Source: an optimization exercise on an open RTL-to-GDS flow (aim: small area). Production flows keep margins and buffers that such runs may drop.
In this exercise RTL edits were held to simulation tests only and were not proved equivalent to the original.

==> flow/design.v, too long to show whole: its modules and the start of the top module <==
// module signed_mult: 743 lines
// module dsm_add: 75 lines
// module lz_xstep: 110 lines
// module mac_brow: 10 lines
// module mac_benc: 7 lines
// module mac_bsel: 5 lines
// module mac_bsel0: 5 lines
// module mac_fa: 6 lines
// module mac_ha: 6 lines
// module mac_maj: 5 lines
// module Slowclock: 13 lines
// module Lorenz: 39 lines
// module lz_next: 6 lines
// module second_DSM_DAC: 26 lines
// module Lorenz3D: 41 lines
module Lorenz3D(
    clk,
    rst,
    x_init,
    y_init,
    z_init,
    pinX,
    pinY,
    pinZ,
    x,
    y,
    z
    );
  // ...
==> flow/flow/run.sh <==
#!/bin/bash
# Layout flow: the standard synthesis and layout, with one extra step
# between them: combinational cells that synthesis sized up but that drive
# few loads are set back to their smallest drive strength (registers are
# left as synthesis made them); the layout's own timing repair sizes up
# again wherever timing needs it.  Port buffers use the smallest buffer.
set -euo pipefail
bash standard.sh synth > synth.log 2>&1
RESULTS=orfs/results/$FLOW_PLATFORM/Lorenz3D/base \
  openroad -no_init -exit flow/downsize.tcl > downsize.log 2>&1
BUFFER_PORTS_ARGS="-buffer_cell sky130_fd_sc_hd__buf_1" \
  bash standard.sh > layout.log 2>&1
==> flow/flow/downsize.tcl <==
set odb $::env(RESULTS)/1_synth.odb
read_db $odb
set db [ord::get_db]
set block [ord::get_db_block]
set n 0
set saved 0.0
foreach inst [$block getInsts] {
  set master [$inst getMaster]
  set name [$master getName]
  if {[$master isSequential]} { continue }
  if {![regexp {^(sky130_fd_sc_hd__([a-z0-9]+))_([0-9]+)$} $name -> base func size]} { continue }
  if {[regexp {^(df|edf|sdf|dl|buf|clk|conb|tap|fill|decap|diode|fa$|ha$)} $func]} { continue }
  set fanout 0
  foreach it [$inst getITerms] {
    if {[$it isOutputSignal]} {
      set net [$it getNet]
      if {$net ne "NULL"} {
        incr fanout [expr {[llength [$net getITerms]] + [llength [$net getBTerms]] - 1}]
      }
    }
  }
  if {$fanout > 4} { continue }
  foreach s {0 1} {
    if {$s >= $size} { break }
    set m [$db findMaster ${base}_$s]
    if {$m ne "NULL"} {
      set saved [expr {$saved + ([$master getWidth] - [$m getWidth]) * [$master getHeight] / 1e6}]
      $inst swapMaster $m
      incr n
      break
    }
  }
}
puts "downsized $n instances, [format %.1f $saved] um^2"
write_db $odb
==> flow/standard.sh <==
#!/bin/bash
# synth_recipe.tcl (not shown) runs the flow's synth.tcl, then flattens the netlist and writes it again
# the make line also repeats each setting of config.mk as NAME=value (left out here)
make -C /OpenROAD-flow-scripts/flow DESIGN_CONFIG=/design/flow/config.mk WORK_HOME=/design/flow/orfs CLKGATE_MAP_FILE= SYNTH_SCRIPT=/design/flow/synth_recipe.tcl "${@:-finish}"
==> flow/config.mk <==
export PLATFORM = sky130hd
export DESIGN_NAME = Lorenz3D
export DESIGN_NICKNAME = Lorenz3D
export VERILOG_FILES = /design/flow/design.v
export SDC_FILE = /design/flow/constraint.sdc
export NUM_CORES = 4
export LEC_CHECK = 0
export CAP_MARGIN = 0
export CORE_MARGIN = 2
export CORE_UTILIZATION = 60
export CTS_BUF_LIST = sky130_fd_sc_hd__clkbuf_8
export CTS_CLUSTER_DIAMETER = 50
export CTS_CLUSTER_SIZE = 12
export SLEW_MARGIN = 0
export SYNTH_HIERARCHICAL = 1
==> flow/constraint.sdc <==
create_clock -name core_clock -period 18.0 [get_ports {clk}]
set_input_delay 3.6000 -clock core_clock [delete_from_list [all_inputs] [get_ports {clk}]]
set_output_delay 3.6000 -clock core_clock [all_outputs]
set_load 0.01 [all_outputs]
==> out/results.ini, run 1 <==
[clock_tree]
post_cts_buffers=0
clkTransAtPathRegs_ns=0.09
hold_buffers=0

[sta]
setup_ws_ns=0.755
fmax_mhz=58.0
fin_setup_tns_ns=0
slew_headroom_pct=19.0
period_needed_ns=17.24

[finish]
layout_common_cells=fa_1, xnor2_1, a22oi_1, dfxtp_1, buf_1
seq_share_pct=15.1
seqCellArea_um2=5130
final_core_util_pct=66.4
layout_commonest_cell=fa_1
n_all_buffers=287
inverters_excl_clock=163

[grt]
use_met1_pct=53.9
grt_first_pass_wirelength_mm=158
grt_use_met3_pct=10.5

[setup_path]
cp_top_family=adder cells
cp_common_cell=fa_1
reg2reg_from=L1.x[0]
crit_cells=46
r2r_cells=46
cp.arrival_ns=17.75

[logic_synthesis]
ys_warn_count=9
netlist_area_um2=31000

[die]
core-area_um2=51200
ioPinCount=197
taps=680
die_w_um=231

[routing]
postRouteAntennaNets=0

[worst_hold_path]
min_from=L1.t[20]

[outcome]
outcome=no timing/DRC/antenna violations

[flow_run]
cap_violations=0

==> module mac_benc, before the edit <==
module mac_benc(a2, a1, a0, inv, one, two, neg);
    input  wire a2, a1, a0, inv;
    output wire one, two, neg;
    assign neg = a2 ^ inv;
    assign one = a1 ^ a0;
    assign two = (a2 & ~a1 & ~a0) | (~a2 & a1 & a0);
endmodule
==> module Lorenz, before the edit <==
module Lorenz(clk, rst, phase, x_init, y_init, z_init, x, y, z);
    input wire clk;
    input wire rst;
    input wire [1:0] phase;
    input wire [31:0] x_init;
    input wire [31:0] y_init;
    input wire [31:0] z_init;
    output reg [31:0] x;
    output reg [31:0] y;
    output reg [31:0] z;
    localparam [31:0] NEGB = 32'hFAAA_AAAB;    
    reg [31:0] t;
    wire sa = rst || phase[1];
    wire sc = !rst && phase == 2'd1;
    wire [31:0] v = {z[31:27] - 5'b00111, z[26:0]};
    wire        vn = sc && (z != 32'hB800_0000);
    wire [31:0] xd, yd, zd;
    wire [23:0] ma = sa ? zd[31:8] : x[31:8];
    wire [31:0] mb = sa ? NEGB : phase[0] ? v : y;
    wire [31:0] mc = sa ? zd : phase[0] ? y : t;
    wire [23:0] mr = {24{sc}} & ~y[31:8];
    wire        mcin = sc || (sa && (ma != 24'd0));
    wire [31:0] mo;
    signed_mult mac (.a(ma), .na(vn), .b(mb), .c(mc), .r(mr), .cin(mcin), .out(mo));
    wire [31:0] xn;
    lz_xstep xs (.x(x), .y(y), .xn(xn));
    always @(posedge clk)
        t <= mo;
    wire sh = !rst && phase != 2'd1;
    lz_next nx (.init(x_init), .nw(xn), .q(x), .si(rst), .sn(sc), .sh(sh), .d(xd));
    lz_next ny (.init(y_init), .nw(mo), .q(y), .si(rst), .sn(sc), .sh(sh), .d(yd));
    lz_next nz (.init(z_init), .nw(t),  .q(z), .si(rst), .sn(sc), .sh(sh), .d(zd));
    always @(posedge clk)
    begin
        x <= xd;
        y <= yd;
        z <= zd;
    end
endmodule
==> run 2, diff against run 1 <==
--- a/flow/design.v
+++ b/flow/design.v
@@ -1,22 +1,21 @@
 `timescale 1ns / 1ps
-module signed_mult(a, na, b, c, r, cin, out);
+module signed_mult(a, b, c, r, cin, out);
     input  wire [23:0] a;
-    input  wire        na;
     input  wire [31:0] b;
     input  wire [31:0] c;
     input  wire [23:0] r;
     input  wire        cin;
     output wire [31:0] out;
     wire [11:0] neg, one, two;
     wire [24:0] ax = {a, 1'b0};
     genvar k;
     generate for (k = 0; k < 12; k = k + 1) begin : enc
-        mac_benc be (.a2(ax[2*k+2]), .a1(ax[2*k+1]), .a0(ax[2*k]), .inv(na),
+        mac_benc be (.a2(ax[2*k+2]), .a1(ax[2*k+1]), .a0(ax[2*k]),
                      .one(one[k]), .two(two[k]), .neg(neg[k]));
     end endgenerate
     wire [32:0] e0;
     mac_brow br0 (.b(b), .one(one[0]), .two(two[0]), .neg(neg[0]), .e(e0));
     wire [32:0] e1;
     mac_brow br1 (.b(b), .one(one[1]), .two(two[1]), .neg(neg[1]), .e(e1));
     wire [32:0] e2;
     mac_brow br2 (.b(b), .one(one[2]), .two(two[2]), .neg(neg[2]), .e(e2));
@@ -932,20 +931,20 @@
     input  wire one, two, neg;
     output wire [32:0] e;
     mac_bsel0 s0 (.b0(b[0]), .one(one), .neg(neg), .e(e[0]));
     genvar j;
     generate for (j = 1; j < 33; j = j + 1) begin : s
         mac_bsel sj (.b1(b[(j < 32) ? j : 31]), .b0(b[j-1]), .one(one), .two(two), .neg(neg), .e(e[j]));
     end endgenerate
 endmodule
-module mac_benc(a2, a1, a0, inv, one, two, neg);
-    input  wire a2, a1, a0, inv;
+module mac_benc(a2, a1, a0, one, two, neg);
+    input  wire a2, a1, a0;
     output wire one, two, neg;
-    assign neg = a2 ^ inv;
+    assign neg = a2;
     assign one = a1 ^ a0;
     assign two = (a2 & ~a1 & ~a0) | (~a2 & a1 & a0);
 endmodule
 module mac_bsel(b1, b0, one, two, neg, e);
     input  wire b1, b0, one, two, neg;
     output wire e;
     assign e = ((one & b1) | (two & b0)) ^ neg;
 endmodule
@@ -995,26 +994,33 @@
     input wire [31:0] z_init;
     output reg [31:0] x;
     output reg [31:0] y;
     output reg [31:0] z;
     localparam [31:0] NEGB = 32'hFAAA_AAAB;    
     reg [31:0] t;
     wire sa = rst || phase[1];
     wire sc = !rst && phase == 2'd1;
-    wire [31:0] v = {z[31:27] - 5'b00111, z[26:0]};
-    wire        vn = sc && (z != 32'hB800_0000);
+    wire [26:0] zor;
+    assign zor[0] = 1'b0;
+    genvar i;
+    generate for (i = 1; i < 27; i = i + 1) begin : zo
+        assign zor[i] = zor[i-1] | z[i-1];
+    end endgenerate
+    wire [31:0] w;
+    assign w[26:0] = z[26:0] ^ zor;
+    assign w[31:27] = ~z[31:27] + 5'b00111 + {4'b0, ~(zor[26] | z[26])};
     wire [31:0] xd, yd, zd;
     wire [23:0] ma = sa ? zd[31:8] : x[31:8];
-    wire [31:0] mb = sa ? NEGB : phase[0] ? v : y;
+    wire [31:0] mb = sa ? NEGB : phase[0] ? w : y;
     wire [31:0] mc = sa ? zd : phase[0] ? y : t;
     wire [23:0] mr = {24{sc}} & ~y[31:8];
     wire        mcin = sc || (sa && (ma != 24'd0));
     wire [31:0] mo;
-    signed_mult mac (.a(ma), .na(vn), .b(mb), .c(mc), .r(mr), .cin(mcin), .out(mo));
+    signed_mult mac (.a(ma), .b(mb), .c(mc), .r(mr), .cin(mcin), .out(mo));
     wire [31:0] xn;
     lz_xstep xs (.x(x), .y(y), .xn(xn));
     always @(posedge clk)
         t <= mo;
     wire sh = !rst && phase != 2'd1;
     lz_next nx (.init(x_init), .nw(xn), .q(x), .si(rst), .sn(sc), .sh(sh), .d(xd));
     lz_next ny (.init(y_init), .nw(mo), .q(y), .si(rst), .sn(sc), .sh(sh), .d(yd));
     lz_next nz (.init(z_init), .nw(t),  .q(z), .si(rst), .sn(sc), .sh(sh), .d(zd));
==> run 2 against run 1 <==
  * Highest routed layer unchanged
  * Flip-flop and latch count did not move
  * Critical path type unchanged
  * Still clean
  * Hold slack gained 0.026 ns
  * Synthesized cell count up 1.7%
==> out/results.ini, run 2 <==
[routing]
wire_per_inst_um=26.4  ; was 27.7 µm
drtPass1Iterations=10  ; was 11
num_vias=24421  ; was 24390
wl_mm=98.3  ; was 102 mm
initialDrtViolationCount=2989  ; was 3114
postRouteAntennaNets=0  ; unchanged
via_per_inst=6.56  ; was 6.60
drc=0  ; unchanged

[finish]
area_delta_synth_final_pct=8.67  ; was 9.89%
final_layout_size_suffix_gt1_share_pct=5.95  ; was 6.07%
layout_common_cells=fa_1, xnor2_1, a22oi_1, dfxtp_1, buf_1  ; unchanged
nets=3862  ; was 3807
final_core_util_pct=66.1  ; was 66.4%
seqCellArea_um2=5130  ; unchanged
layout_commonest_cell=fa_1  ; unchanged
fillCellCount=4129  ; was 4100
multi_input_comb_area_um2=25300  ; about the same
n_antenna_cell=0  ; unchanged

[clock_tree]
cts_sinks=256  ; unchanged
clockRootBuffer=clkbuf_8  ; unchanged
clockBufferDepth=3  ; unchanged
htreeDepth=1  ; unchanged
post_cts_buffers=0  ; unchanged
clk_latency_ns=0.64  ; was 0.66 ns
postCtsResizedCells=0  ; unchanged
numCtsBuffers=31  ; was 30
cts_tree=built  ; unchanged
clkTransAtPathRegs_ns=0.09  ; about the same
hold_buffers=0  ; unchanged

[logic_synthesis]
ys_warn_count=9  ; unchanged
syn_area_per_cell_um2=11.3  ; was 11.4 µm²
netlist_area_um2=31300  ; was 31000 µm²
synthCells=2763  ; was 2718

[setup_path]
crit_start=L1.x[0]  ; unchanged
cp.arrival_ns=17.81  ; was 17.75 ns
r2r_end=L1.x[31]  ; unchanged
required_ns=18.54  ; was 18.51 ns
worstPathMaxFanout=4  ; unchanged
reg2reg_from=L1.x[0]  ; unchanged
critical_path_class=reg -> reg  ; unchanged
critical_path.max_stage_delay_ns=0.58  ; was 0.57 ns
r2r_slack_ns=0.73  ; was 0.76 ns
crit_slowest_cell=fa_1  ; unchanged
cp-start-kind=flip-flop  ; unchanged
cp_common_cell=fa_1  ; unchanged
r2r_cells=46  ; unchanged
endpoint_kind=flip-flop  ; unchanged

[sta]
finClkSkew_ns=0.0202  ; was 0.0537 ns
finalHoldViolations=0  ; unchanged
finalCritPeriodShare_pct=96.0  ; was 95.8%
slew_violations=0  ; unchanged
fin_setup_tns_ns=0  ; unchanged
period_needed_ns=17.27  ; was 17.24 ns
setup_viol=0  ; unchanged
tightest_slew_ns=1.09  ; was 1.21 ns
slew_headroom_pct=27.3  ; was 19.0%
rsz0062_at_grt=false  ; unchanged
fmax_mhz=57.9  ; was 58.0 MHz

[grt]
grt_first_pass_wirelength_mm=153  ; was 158 mm
overflow=0  ; unchanged
busiest_layer=met2  ; unchanged
grt_use_met3_pct=9.15  ; was 10.5%
antenna_found_initial=0  ; unchanged
grt_pass1_vias=25958  ; was 26098
grt_max_degree=102  ; was 104
grt_usage_pct=37.2  ; was 39.0%
met2_usage_pct=56.7  ; was 59.9%
use_met1_pct=53.0  ; was 53.9%

[placement]
numPortBuffers=196  ; unchanged
place_hpwl_mm=70.3  ; was 74.2 mm
place.gp.congestion=0.940  ; was 0.960

[flow_run]
cap_violations=0  ; unchanged

[worst_hold_path]
hold_end=L1.z[1]  ; was L1.z[20]
min_from=L1.t[1]  ; was L1.t[20]
min_path_cells=2  ; unchanged
hold_path.class=reg -> reg  ; unchanged

[die]
ioPinCount=197  ; unchanged
die_y_um=233  ; was 231 µm
die_area_um2=54100  ; was 53400 µm²
num_rows=83  ; unchanged
core-area_um2=51500  ; was 51200 µm²
start_util_pct=60.9  ; was 60.5%
die_w_um=233  ; was 231 µm

[outcome]
outcome=no timing/DRC/antenna violations  ; unchanged

run 2: through the flow:
stage               setup WS [ns]  hold WS (ns)  area (µm²)  std cells
floorplan                    1.29         0.422       31400       2782
global placement            0.823         0.479       33400       3668
detailed placement          0.700         0.489       33400       3668
CTS                         0.685         0.509       34100       3720
global route                0.204         0.550       34100       3720
finish                      0.725         0.513       34100       3720
run 2: worst max path at each step:
stage                     endpoint  slack (ns)  cells after the start
after detailed placement  L1.x[31]        0.70                     46
after global placement    L1.x[31]        0.82                     46
after global routing      L1.x[31]        0.20                     46
after CTS                 L1.x[31]        0.69                     46
final                     L1.x[31]        0.73                     46
after floorplan           L1.x[31]        1.29                     46
run 2: final cells by class:
type / count / area share (%)
multi-input cells: 2260 / 74.3
flip-flops and latches: 256 / 15.1
repair buffers: 281 / 4.04
well taps: 680 / 2.50
inverters: 191 / 2.11
clock buffers: 37 / 1.50
clock inverters: 15 / 0.536
run 2: per-layer routing:
metal	share of wire, %	wire length, µm
met1	40	39300
met2	45	44000
met3	12	12000
met4	3.0	2990
met5	0	0
run 2: critical path, delay by kind of cell, from the launching register on:
family          cells  cell delay, ns
flops               1            0.39
compound gates      1            0.29
buf+inv             2            0.13
fa+ha+maj          42           16.21
xor+xnor            1            0.14

## separate check: timing with driven ports
Ports are ideal in the flow. The routed layouts listed here were re-timed in OpenROAD. Step 1 (the two cells are an assumption about what drives the block):
set clk [get_ports {clk}]
set_driving_cell -lib_cell sky130_fd_sc_hd__clkbuf_16 $clk
set_driving_cell -lib_cell sky130_fd_sc_hd__buf_2 [delete_from_list [all_inputs] $clk]
Step 2, shift: input delay + t, output delay - t, t = (earliest + latest rising clock arrival at the registers) / 2. This alone moves slack from input paths to output paths. Slacks: ideal ports / drivers / drivers and shift; pairs: ideal ports / drivers.
run | t (ns) | setup WS [ns] | hold WS [ns] | worst setup path after step 2 | clock arrival spread, ns
run 1 | 0.691 | 0.755 / 0.755 / 0.755 | 0.487 / 0.487 / 0.487 | register to register | 0.054 / 0.054
run 2 | 0.696 | 0.725 / 0.725 / 0.725 | 0.513 / 0.513 / 0.513 | register to register | 0.021 / 0.021
After both steps every run listed still meets setup and hold.
